Background: an optimization exercise with open tools, aiming at small area and a short achievable clock period. Do not read the settings as production practice. In this exercise RTL edits were held to simulation tests only and were not proved equivalent to the original. The clock port is modelled as an ideal driver, which makes a skipped or thinned clock tree look cheaper than it is; a real chip needs a root buffer or a tree. Power figures rest on the tool's default switching activity, not on a simulated workload.

// SPI_Wrapper
module SPI_Wrapper (
    input  wire CLK,
    input  wire rst_n,
    input  wire SS_n,
    input  wire MOSI,
    output wire MISO
);
==> flow/config.mk <==
export PLATFORM = sky130hd
export DESIGN_NAME = SPI_Wrapper
export DESIGN_NICKNAME = SPI_Wrapper
export VERILOG_FILES = /design/flow/design.v
export SDC_FILE = /design/flow/constraint.sdc
export NUM_CORES = 4
export LEC_CHECK = 0
export ABC_AREA = 1
export CAP_MARGIN = 40
export CORE_MARGIN = 2
export CORE_UTILIZATION = 65
export PLACE_DENSITY = 0.75
export SETUP_SLACK_MARGIN = 2.0
export SLEW_MARGIN = 40
==> flow/constraint.sdc <==
create_clock -name core_clock -period 4.0 [get_ports {CLK}]
set_input_delay 0.8000 -clock core_clock [delete_from_list [all_inputs] [get_ports {CLK}]]
set_output_delay 0.8000 -clock core_clock [all_outputs]
set_load 0.01 [all_outputs]
standard.sh (not shown) runs the stock make flow with config.mk's settings and CLKGATE_MAP_FILE= SYNTH_SCRIPT=/design/flow/synth_recipe.tcl, a recipe that flattens the netlist after the stock synthesis.
==> flow/flow/run.sh <==
#!/bin/bash
# The standard layout, with the clock tree built by flow/cts_hook.tcl.
set -euo pipefail
W=$(pwd)
bash standard.sh PRE_CTS_TCL="$W/flow/cts_hook.tcl" finish > "$W/orfs_make.log" 2>&1
==> flow/flow/cts_hook.tcl <==
# Runs before ORFS's CTS step: builds a two-level clock tree (the clock port
# drives 4 clkbuf_16, each driving a quarter of the leaf buffers, each leaf
# driving a compact cluster of flip-flops), then stands in for
# clock_tree_synthesis so the rest of cts.tcl (legalisation, repair) runs as usual.
source [file join [file dirname [info script]] mytree.tcl]
set ::mytree_leafn 30
set ::mytree_nmid 4
set ::mytree_leaf_cell sky130_fd_sc_hd__clkbuf_16
mytree_build
proc clock_tree_synthesis {args} {
  puts "clock_tree_synthesis: tree built by cts_hook.tcl"
  set_propagated_clock [all_clocks]
}
==> flow/flow/mytree.tcl <==
# Two-level clock tree: the clock port drives NMID mid buffers, each driving
# leaf buffers; each leaf buffer drives a compact cluster of about LEAFN flops.
proc mytree_build {} {
  set block [ord::get_db_block]
  set db [ord::get_db]
  set lib_master [$db findMaster sky130_fd_sc_hd__clkbuf_16]
  set leaf_master [$db findMaster $::mytree_leaf_cell]
  set clknet [$block findNet CLK]
  set pts {}
  foreach it [$clknet getITerms] {
    set inst [$it getInst]
    set bb [$inst getBBox]
    set x [expr {([$bb xMin] + [$bb xMax]) / 2}]
    set y [expr {([$bb yMin] + [$bb yMax]) / 2}]
    lappend pts [list $x $y $it]
  }
  set n [llength $pts]
  set k [expr {int(ceil(double($n) / $::mytree_leafn))}]
  set bands [expr {max(1, int(round(sqrt($k))))}]
  set pts [lsort -integer -index 1 $pts]
  # split into bands with a whole number of clusters each
  set clusters {}
  set start 0
  for {set b 0} {$b < $bands} {incr b} {
    set kb [expr {($k * ($b + 1)) / $bands - ($k * $b) / $bands}]
    set cnt [expr {(($n * (($k * ($b + 1)) / $bands)) / $k) - $start}]
    if {$b == $bands - 1} { set cnt [expr {$n - $start}] }
    set band [lsort -integer -index 0 [lrange $pts $start [expr {$start + $cnt - 1}]]]
    set start [expr {$start + $cnt}]
    set bn [llength $band]
    set s 0
    for {set c 0} {$c < $kb} {incr c} {
      set e [expr {($bn * ($c + 1)) / $kb}]
      lappend clusters [lrange $band $s [expr {$e - 1}]]
      set s $e
    }
  }
  # leaf buffers
  set leaves {}
  set i 0
  foreach cl $clusters {
    set sx 0; set sy 0
    foreach p $cl { set sx [expr {$sx + [lindex $p 0]}]; set sy [expr {$sy + [lindex $p 1]}] }
    set cx [expr {$sx / [llength $cl]}]; set cy [expr {$sy / [llength $cl]}]
    set inst [odb::dbInst_create $block $leaf_master "ctsleaf_$i"]
    $inst setLocation $cx $cy
    $inst setPlacementStatus PLACED
    set net [odb::dbNet_create $block "clknet_leaf_$i"]
    $net setSigType CLOCK
    [$inst findITerm X] connect $net
    foreach p $cl {
      set it [lindex $p 2]
      $it disconnect
      $it connect $net
    }
    lappend leaves [list $cx $cy $inst]
    incr i
  }
  # mid buffers: split leaves into NMID groups (by x halves then y halves)
  set groups [list $leaves]
  set axis 0
  while {[llength $groups] < $::mytree_nmid} {
    set ng {}
    foreach g $groups {
      set g [lsort -integer -index $axis $g]
      set h [expr {[llength $g] / 2}]
      lappend ng [lrange $g 0 [expr {$h - 1}]] [lrange $g $h end]
    }
    set groups $ng
    set axis [expr {1 - $axis}]
  }
  set j 0
  foreach g $groups {
    set sx 0; set sy 0
    foreach p $g { set sx [expr {$sx + [lindex $p 0]}]; set sy [expr {$sy + [lindex $p 1]}] }
    set cx [expr {$sx / [llength $g]}]; set cy [expr {$sy / [llength $g]}]
    set inst [odb::dbInst_create $block $lib_master "ctsmid_$j"]
    $inst setLocation $cx $cy
    $inst setPlacementStatus PLACED
    set net [odb::dbNet_create $block "clknet_mid_$j"]
    $net setSigType CLOCK
    [$inst findITerm X] connect $net
    foreach p $g { [[lindex $p 2] findITerm A] connect $net }
    [$inst findITerm A] connect $clknet
    incr j
  }
  $clknet setSigType CLOCK
  puts "mytree: $n sinks, [llength $clusters] leaves, $j mids"
}
The starting point ran to the end with no violations.
Next try:
Settings changed: ABC_AREA 1 to default, CORE_UTILIZATION 65 to 40, PLACE_DENSITY 0.75 to default, SETUP_SLACK_MARGIN 2.0 to 2.6.
=>
- The changed run finished clean
- final area went up by about 6%
- cell count went up by about 10%
- routed wire length went down by 1.7%
- utilization went down by 25 points
- fmax went down by about 1.6%
- hold slack is worse by 110 ps
- die area went up by 63%
- worst setup slack is worse by 31 ps
- area after synthesis went up by about 1%
Next try:
--- a/flow/flow/cts_hook.tcl
+++ b/flow/flow/cts_hook.tcl
@@ -5,3 +5,3 @@
 source [file join [file dirname [info script]] mytree.tcl]
-set ::mytree_leafn 30
+set ::mytree_leafn 24
 set ::mytree_nmid 4
Settings changed: ABC_AREA from default to 1, CORE_UTILIZATION 40 to 65, PLACE_DENSITY from default to 0.75, SETUP_SLACK_MARGIN 2.6 to 2.2.
=>
- wire length came out higher by 1.5%
- maximum frequency came out higher by 0.56%
- core utilization came out higher by 26 points
- register-to-register slack is worse by 180 ps
- setup slack is better by 11 ps
- sequential power hardly moves
- flip-flop and latch count stays the same
- clock skew came out lower by 25 ps
- power came out higher by 2.7%
- cell count came out lower by 8.3%
- die area came out lower by 39%
Next try:
--- a/flow/flow/cts_hook.tcl
+++ b/flow/flow/cts_hook.tcl
@@ -5,5 +5,5 @@
 source [file join [file dirname [info script]] mytree.tcl]
-set ::mytree_leafn 24
+set ::mytree_leafn 30
 set ::mytree_nmid 4
-set ::mytree_leaf_cell sky130_fd_sc_hd__clkbuf_16
+set ::mytree_leaf_cell sky130_fd_sc_hd__buf_16
 mytree_build
--- a/flow/flow/mytree.tcl
+++ b/flow/flow/mytree.tcl
@@ -5,3 +5,3 @@
   set db [ord::get_db]
-  set lib_master [$db findMaster sky130_fd_sc_hd__clkbuf_16]
+  set lib_master [$db findMaster $::mytree_leaf_cell]
   set leaf_master [$db findMaster $::mytree_leaf_cell]
Settings changed: ABC_AREA 1 to default, CORE_UTILIZATION 65 to 40, PLACE_DENSITY 0.75 to default, SETUP_SLACK_MARGIN 2.2 to 2.3.
=> Core utilization shrinks by 27 points; die area grows by about 60%; wire length shrinks by about 5%; register-to-register slack improves by 80 ps; area after synthesis grows by 1.1%; final area grows by 2.3%; worst setup slack improves by 8.2 ps; final cell count grows by 7.2%; clock skew grows by 17 ps; clock power stays flat; maximum frequency grows by 0.43%.
Next try:
==> flow/flow/cts_hook.tcl (replaced) <==
# Runs before ORFS's CTS step: builds a two-level clock tree (the clock port
# drives 4 buf_16, each driving a quarter of the leaf buffers, each leaf
# buffer a buf_12 driving a compact cluster of flip-flops), then stands in for
# clock_tree_synthesis so the rest of cts.tcl (legalisation, repair) runs as usual.
source [file join [file dirname [info script]] mytree.tcl]
set ::mytree_leafn 30
set ::mytree_nmid 4
set ::mytree_leaf_cell sky130_fd_sc_hd__buf_12
set ::mytree_mid_cell sky130_fd_sc_hd__buf_16
mytree_build
proc clock_tree_synthesis {args} {
  puts "clock_tree_synthesis: tree built by cts_hook.tcl"
  set_propagated_clock [all_clocks]
}
--- a/flow/flow/mytree.tcl
+++ b/flow/flow/mytree.tcl
@@ -5,3 +5,3 @@
   set db [ord::get_db]
-  set lib_master [$db findMaster $::mytree_leaf_cell]
+  set lib_master [$db findMaster $::mytree_mid_cell]
   set leaf_master [$db findMaster $::mytree_leaf_cell]
Settings changed: ABC_AREA from default to 1, CORE_UTILIZATION 40 to 65, PLACE_DENSITY from default to 0.75, SETUP_SLACK_MARGIN 2.3 to 2.2.
What happened:
- The changed run completed without violations
- worst setup slack is better by 51 ps
- total power is lower by 4.4%
- cell area goes down by 3.7%
- hold slack improves by 8.9 ps
- utilization increases by 26 points
No run of this note takes its clock network from TritonCTS; it comes from the design's own scripts or RTL.

* * *

## north
Starting RTL as in the previous note.
## SPI_Wrapper
module SPI_Wrapper (
    input  wire CLK,
    input  wire rst_n,
    input  wire SS_n,
    input  wire MOSI,
    output wire MISO
);
==> flow/config.mk <==
export PLATFORM = sky130hd
export DESIGN_NAME = SPI_Wrapper
export DESIGN_NICKNAME = SPI_Wrapper
export VERILOG_FILES = /design/flow/design.v
export SDC_FILE = /design/flow/constraint.sdc
export NUM_CORES = 4
export LEC_CHECK = 0
export CAP_MARGIN = 40
export CORE_MARGIN = 2
export CORE_UTILIZATION = 65
export PLACE_DENSITY = 0.75
export SETUP_SLACK_MARGIN = 2.2
export SLEW_MARGIN = 40
==> flow/constraint.sdc <==
create_clock -name core_clock -period 4.0 [get_ports {CLK}]
set_input_delay 0.8000 -clock core_clock [delete_from_list [all_inputs] [get_ports {CLK}]]
set_output_delay 0.8000 -clock core_clock [all_outputs]
set_load 0.01 [all_outputs]
Scripts as last shown in full above: flow/flow/run.sh
Other scripts of this flow, unchanged in this note and not shown: flow/flow/cts_hook.tcl, flow/flow/mytree.tcl
Inputs modified between north and south:
- CORE_UTILIZATION changed from 65 to 40
- PLACE_DENSITY removed (was 0.75)
- ABC_AREA newly set to 1
- SETUP_SLACK_MARGIN changed from 2.2 to 2.3
[summary]
Every stage of the flow completed for south, and the final layout passed the timing, design-rule and antenna checks.
south vs. north: summed instance area of the synthesized netlist fell about 1%, initial core utilization now smaller, net switching power picked up an extra 1.0%.
No run of this note takes its clock network from TritonCTS; it comes from the design's own scripts or RTL.

separate check: timing with driven ports:
The results above use ideal ports. As a check the final layouts listed here were re-extracted and re-timed, cells and wires unchanged. Step 1 (the two cells are an assumption about what drives the block):
set clk [get_ports {CLK}]
set_driving_cell -lib_cell sky130_fd_sc_hd__clkbuf_16 $clk
set_driving_cell -lib_cell sky130_fd_sc_hd__buf_2 [delete_from_list [all_inputs] $clk]
Step 2 moves the port delays by t, midway between the first and last clock arrival at a register: inputs arrive t later, outputs are due t later. That takes back most of the time a late clock gives input paths. Slacks: ideal ports / drivers / drivers and shift; pairs: ideal ports / drivers.
run | shift t [ns] | setup WS [ns] | slew at the worst register clock pin (ns) | pins driven straight from the clock port
the first run of note 1 | 0.654 | 2.137 / 1.993 / 2.137 | 0.11 / 0.11 | 4
the second run of note 1 | 0.661 | 2.106 / 1.960 / 2.223 | 0.11 / 0.11 | 4
the third run of note 1 | 0.681 | 2.117 / 1.977 / 2.265 | 0.09 / 0.09 | 4
the fourth run of note 1 | 0.702 | 2.125 / 1.961 / 2.002 | 0.11 / 0.11 | 4
the fifth run of note 1 | 0.621 | 2.176 / 2.021 / 2.213 | 0.12 / 0.12 | 4
north | 0.650 | 2.141 / 2.003 / 1.962 | 0.11 / 0.11 | 4
south | 0.665 | 2.127 / 1.979 / 2.297 | 0.11 / 0.11 | 4
After both steps every run listed still meets setup and hold. The setup slack of north, which loses most, moves by -0.138 ns with the drivers and by -0.179 ns with both steps.
